This is an optimization exercise on Yosys and OpenROAD, whose aim is a short achievable clock period and few clock cycles, not a production implementation.
In this exercise RTL edits were held to simulation tests only and were not proved equivalent to the original.

==> inputs of tundra <==
// mips_core
module mips_core
#(parameter DATA_BITS = 32,
  parameter DIV_R4 = 4)          
(
    input  wire        clk,
    input  wire        rst,
    output wire [31:0] imem_addr,
    input  wire [31:0] imem_rdata,
    output wire [31:0] dmem_addr,
    output wire [31:0] dmem_wdata,
    output wire [3:0]  dmem_wstrb,
    output wire        dmem_we,
    input  wire [31:0] dmem_rdata,
    output wire        print_valid,
    output wire [31:0] print_data,
    output wire        halted
);
export LEC_CHECK = 0
export ABC_CLOCK_PERIOD_IN_PS = 2000
export CAP_MARGIN = 40
export CORE_MARGIN = 2
export CORE_UTILIZATION = 28
export PLACE_DENSITY = 0.45
export SLEW_MARGIN = 40
export SYNTH_HIERARCHICAL = 1
create_clock -name core_clock -period 125.0 [get_ports {clk}]
standard.sh (not shown) runs the stock make flow with config.mk's settings and CLKGATE_MAP_FILE= SYNTH_SCRIPT=/design/flow/synth_recipe.tcl, a recipe that flattens the netlist after the stock synthesis.
==> flow/flow/run.sh <==
#!/bin/bash
# Own flow: the standard synthesis and layout, except that timing repair
# (floorplan, CTS and global-route repair_timing) is asked to reach a setup
# slack of MARGIN ns at the design's clock period instead of 0, so the tools
# keep speeding up the paths that set the achieved period. Constraints, clock
# and period are the design's, unchanged. The global-route repair aims a
# little lower (MARGIN_GRT) to bound its run time. Each make call's output
# goes to its own log here; ORFS keeps each step's log under orfs/logs.
set -euo pipefail
MARGIN=${MARGIN:-98.8}
MARGIN_GRT=${MARGIN_GRT:-98.6}
bash standard.sh synth > synth.log 2>&1
bash standard.sh SETUP_SLACK_MARGIN=$MARGIN cts > place_cts.log 2>&1
bash standard.sh SETUP_SLACK_MARGIN=$MARGIN_GRT finish > route.log 2>&1
==> yarrow (differences from tundra) <==
--- a/flow/design.v
+++ b/flow/design.v
@@ -229,48 +229,31 @@
     wire wA        = ex1 & wen1 & (wA_idx != 5'd0);
     wire wB        = mLd & (mRt != 5'd0);
     wire [31:0] pcF4 = pcF + 32'd4;
     wire        res_z  = (res == 32'd0);
     wire        res2_z = (res2 == 32'd0);
-    reg         fN, fZ, fU;
-    reg  [191:0] fdec;
+    reg  [31:0] flN, flZ, flU;
     integer kf;
     always @(*) begin
-        fdec[5:0] = 6'b010110;    
+        flN[0] = 1'b0; flZ[0] = 1'b1; flU[0] = 1'b0;
         for (kf = 1; kf < 32; kf = kf + 1) begin
             if (wA & (wA_idx == kf)) begin
-                fN = res[31];
-                fZ = res_z;
+                flN[kf] = res[31];
+                flZ[kf] = res_z;
             end else if (w2 & (widx2 == kf)) begin
-                fN = res2[31];
-                fZ = res2_z;
+                flN[kf] = res2[31];
+                flZ[kf] = res2_z;
             end else begin
-                fN = REG[kf][31];
-                fZ = (REG[kf] == 32'd0);
+                flN[kf] = REG[kf][31];
+                flZ[kf] = (REG[kf] == 32'd0);
             end
-            fU = (mLd & (mRt == kf)) | (vE & i_load & (rt == kf)) | (e2ld & (rt2 == kf))
-               | (go & defer & wen1 & (wA_idx == kf));
-            fdec[6*kf +: 6] = {~fU & ~fZ, ~fU & fZ, ~fU & ~(fN | fZ), ~fU & (fN | fZ),
-                               ~fU & ~fN, ~fU & fN};
-        end
-    end
-    reg        jc_v   [0:15];
-    reg [5:0]  jc_tag [0:15];
-    reg [9:0]  jc_tgt [0:15];
-    wire       jc_hit = jc_v[pcF[5:2]] & (jc_tag[pcF[5:2]] == pcF[11:6]);
-    wire [31:0] jc_pc = {pcF4[31:12], jc_tgt[pcF[5:2]], 2'b00};
-    always @(posedge clk) begin
-        if (rst_r) begin
-            for (k = 0; k < 16; k = k + 1) jc_v[k] <= 1'b0;
-        end else if (ex1 & i_jr) begin
-            jc_v[pcE[5:2]]   <= 1'b1;
-            jc_tag[pcE[5:2]] <= pcE[11:6];
-            jc_tgt[pcE[5:2]] <= a[11:2];
+            flU[kf] = (mLd & (mRt == kf)) | (vE & i_load & (rt == kf)) | (e2ld & (rt2 == kf))
+                    | (go & defer & wen1 & (wA_idx == kf));
         end
     end
     wire [31:0] pcF_next;
-    mips_fpred fpred(.jc_hit(jc_hit), .jc_pc(jc_pc), .w(imem_rdata), .pcF(pcF), .pcF4(pcF4), .fdec(fdec),
+    mips_fpred fpred(.w(imem_rdata), .pcF(pcF), .pcF4(pcF4), .flN(flN), .flZ(flZ), .flU(flU),
                      .rst(rst), .rst_r(rst_r), .hold(stall | halt_r),
                      .mispred(mispred), .npcE(npcE), .pcF_next(pcF_next));
     always @(posedge clk) begin
         rst_r <= rst;
         if (rst) halt_r <= 1'b0;
@@ -370,13 +353,13 @@
 module mips_fpred
 (
     input  wire [31:0]  w,
     input  wire [31:0]  pcF,
     input  wire [31:0]  pcF4,
-    input  wire [191:0] fdec,
-    input  wire         jc_hit,
-    input  wire [31:0]  jc_pc,
+    input  wire [31:0]  flN,
+    input  wire [31:0]  flZ,
+    input  wire [31:0]  flU,
     input  wire         rst,
     input  wire         rst_r,
     input  wire         hold,
     input  wire         mispred,
     input  wire [31:0]  npcE,
@@ -390,28 +373,26 @@
     wire        fbr0 = ((fop == 6'd6) | (fop == 6'd7)) & (frt == 5'd0);
     wire        fbeq = (fop == 6'd4) | (fop == 6'd5);
     wire        fbt  = (fbr1 | fbr0 | fbeq) & (w[15] | (fop == 6'd5));
     wire [9:0]  fbtgt = pcF4[11:2] + w[9:0];
     wire [31:0] fbtgt32 = {pcF4[31:12], fbtgt, 2'b00};
-    wire [31:0] fguess = jc_hit ? jc_pc
-                       : fj     ? {pcF[31:28], w[25:0], 2'b00}
-                       : fbt    ? fbtgt32
+    wire [31:0] fguess = fj  ? {pcF[31:28], w[25:0], 2'b00}
+                       : fbt ? fbtgt32
                        : pcF4;
-    wire [5:0]  dk   = fdec[6*frs +: 6];
-    wire        z0   = (frt == 5'd0);
-    wire        t_ltz = (fop == 6'd1) & z0;
-    wire        t_gez = (fop == 6'd1) & (frt == 5'd1);
-    wire        t_lez = (fop == 6'd6) & z0;
-    wire        t_gtz = (fop == 6'd7) & z0;
-    wire        t_eq0 = (fop == 6'd4) & z0;
-    wire        t_ne0 = (fop == 6'd5) & z0;
+    wire        fN  = flN[frs];
+    wire        fZ  = flZ[frs];
+    wire        fUs = flU[frs];
     wire        fsame = (frs == frt);
-    wire        selT = (t_ltz & dk[0]) | (t_gez & dk[1]) | (t_lez & dk[2]) | (t_gtz & dk[3])
-                     | (t_eq0 & dk[4]) | (t_ne0 & dk[5]) | ((fop == 6'd4) & fsame);
-    wire        selN = (t_ltz & dk[1]) | (t_gez & dk[0]) | (t_lez & dk[3]) | (t_gtz & dk[2])
-                     | (t_eq0 & dk[5]) | (t_ne0 & dk[4]) | ((fop == 6'd5) & fsame);
-    wire [31:0] fpred = selT ? fbtgt32 : selN ? pcF4 : fguess;
+    wire        feq = fsame | fZ;
+    wire fknown = (~fUs & (fbr1 | fbr0 | (fbeq & (frt == 5'd0)))) | (fbeq & fsame);
+    wire ftk = (fop == 6'd1) ? (fN ^ frt[0])
+             : (fop == 6'd6) ? (fN | fZ)
+             : (fop == 6'd7) ? ~(fN | fZ)
+             : (fop == 6'd4) ? feq
+             : ~feq;
+    wire [31:0] fbase = fknown ? pcF4 : fguess;
+    wire [31:0] fpred = (fknown & ftk) ? fbtgt32 : fbase;
     assign pcF_next = rst     ? 32'd0
                     : rst_r   ? pcF4
                     : hold    ? pcF
                     : mispred ? npcE
                     : fpred;
==> flow/flow/run.sh (replaced) <==
#!/bin/bash
# Own flow: the standard synthesis and layout, except that timing repair
# (floorplan, CTS and global-route repair_timing) is asked to reach a setup
# slack of MARGIN ns at the design's clock period instead of 0, so the tools
# keep speeding up the paths that set the achieved period. Constraints, clock
# and period are the design's, unchanged. Each make call's output goes to its
# own log here; ORFS keeps each step's log under orfs/logs.
set -euo pipefail
MARGIN=${MARGIN:-98.4}
bash standard.sh synth > synth.log 2>&1
bash standard.sh SETUP_SLACK_MARGIN=$MARGIN finish > layout.log 2>&1
==> flow/config.mk (replaced) <==
export PLATFORM = sky130hd
export DESIGN_NAME = mips_core
export DESIGN_NICKNAME = mips_core
export VERILOG_FILES = /design/flow/design.v
export SDC_FILE = /design/flow/constraint.sdc
export NUM_CORES = 4
export LEC_CHECK = 0
export ABC_CLOCK_PERIOD_IN_PS = 2000
export CAP_MARGIN = 20
export CORE_MARGIN = 2
export CORE_UTILIZATION = 35
export PLACE_DENSITY = 0.55
export SLEW_MARGIN = 20
export SYNTH_HIERARCHICAL = 1
==> comparison <==
yarrow finished but failed the layout checks on capacitance limit, slew limit. tundra finished with antenna rules left.
Fmax is about the same in yarrow and tundra.
In yarrow the hold slack is higher than in tundra, by 0.054 ns.
In yarrow the utilization is higher than in tundra, by 7.2 points.
Synthesized area: yarrow is smaller than tundra (7.4%).
Between yarrow and tundra, the lower sequential share of layout area is in yarrow (gap 1.5 points).
Of tundra and yarrow, tundra has the higher synthesized cell count (gap 0.53%, measured against yarrow).
==> figures <==
quantity                                                                             yarrow           tundra
Outcome                                                                     failed layout checks  failed layout checks
Violated checks                                               capacitance limit, slew limit    antenna rules
Routed WL                                                                      1,335,000 µm     1,284,000 µm
CTS buffer count                                                                        200              230
Wirelength per Cell                                                                48.49 µm         42.91 µm
Number of setup buffers added after CTS                                                  48               83
Maximum number of pins on one net before global-route repair                             74               82
Die span in x                                                                      711.2 µm         825.6 µm
Filler-free cell count of the finished design                                        27,520           29,920
Final instance area                                                             198,800 µm²      220,300 µm²
Area of the multi-input gates                                                   124,200 µm²      133,000 µm²
Total track usage                                                                    0.5040           0.3602
Final Worst Setup Slack                                                            98.16 ns         98.14 ns
Pre-antenna DRT Iters                                                                    13                8
Layout clock area frac                                                              0.03429          0.03617
Testbench counts of tundra, summed over its fixed seeds: cycles 41,732.
Testbench counts of yarrow, summed over its fixed seeds: cycles 41,811.

==> separate check: timing with driven ports <==
Ports are ideal in the flow. The routed layouts listed here were re-timed in OpenROAD.
Step 1: set_driving_cell puts a clkbuf_16 on clk and a buf_2 on each other input, an assumption about the parent block.
Step 2 moves the port delays by t, midway between the first and last clock arrival at a register: inputs arrive t later, outputs are due t later. That takes back most of the time a late clock gives input paths.
a / b / c = no drivers / after step 1 / after step 2; a / b = the first two.
| run | t, ns | slack for setup (ns) | slew at the worst register clock pin (ns) |
|---|---|---|---|
| tundra | 1.170 | 98.139 / 98.122 / 96.952 | 0.08 / 0.08 |
| yarrow | 1.077 | 98.156 / 98.033 / 96.957 | 0.10 / 0.10 |
The setup slack of yarrow, which loses most, moves by -0.123 ns with the drivers and by -1.199 ns with both steps.
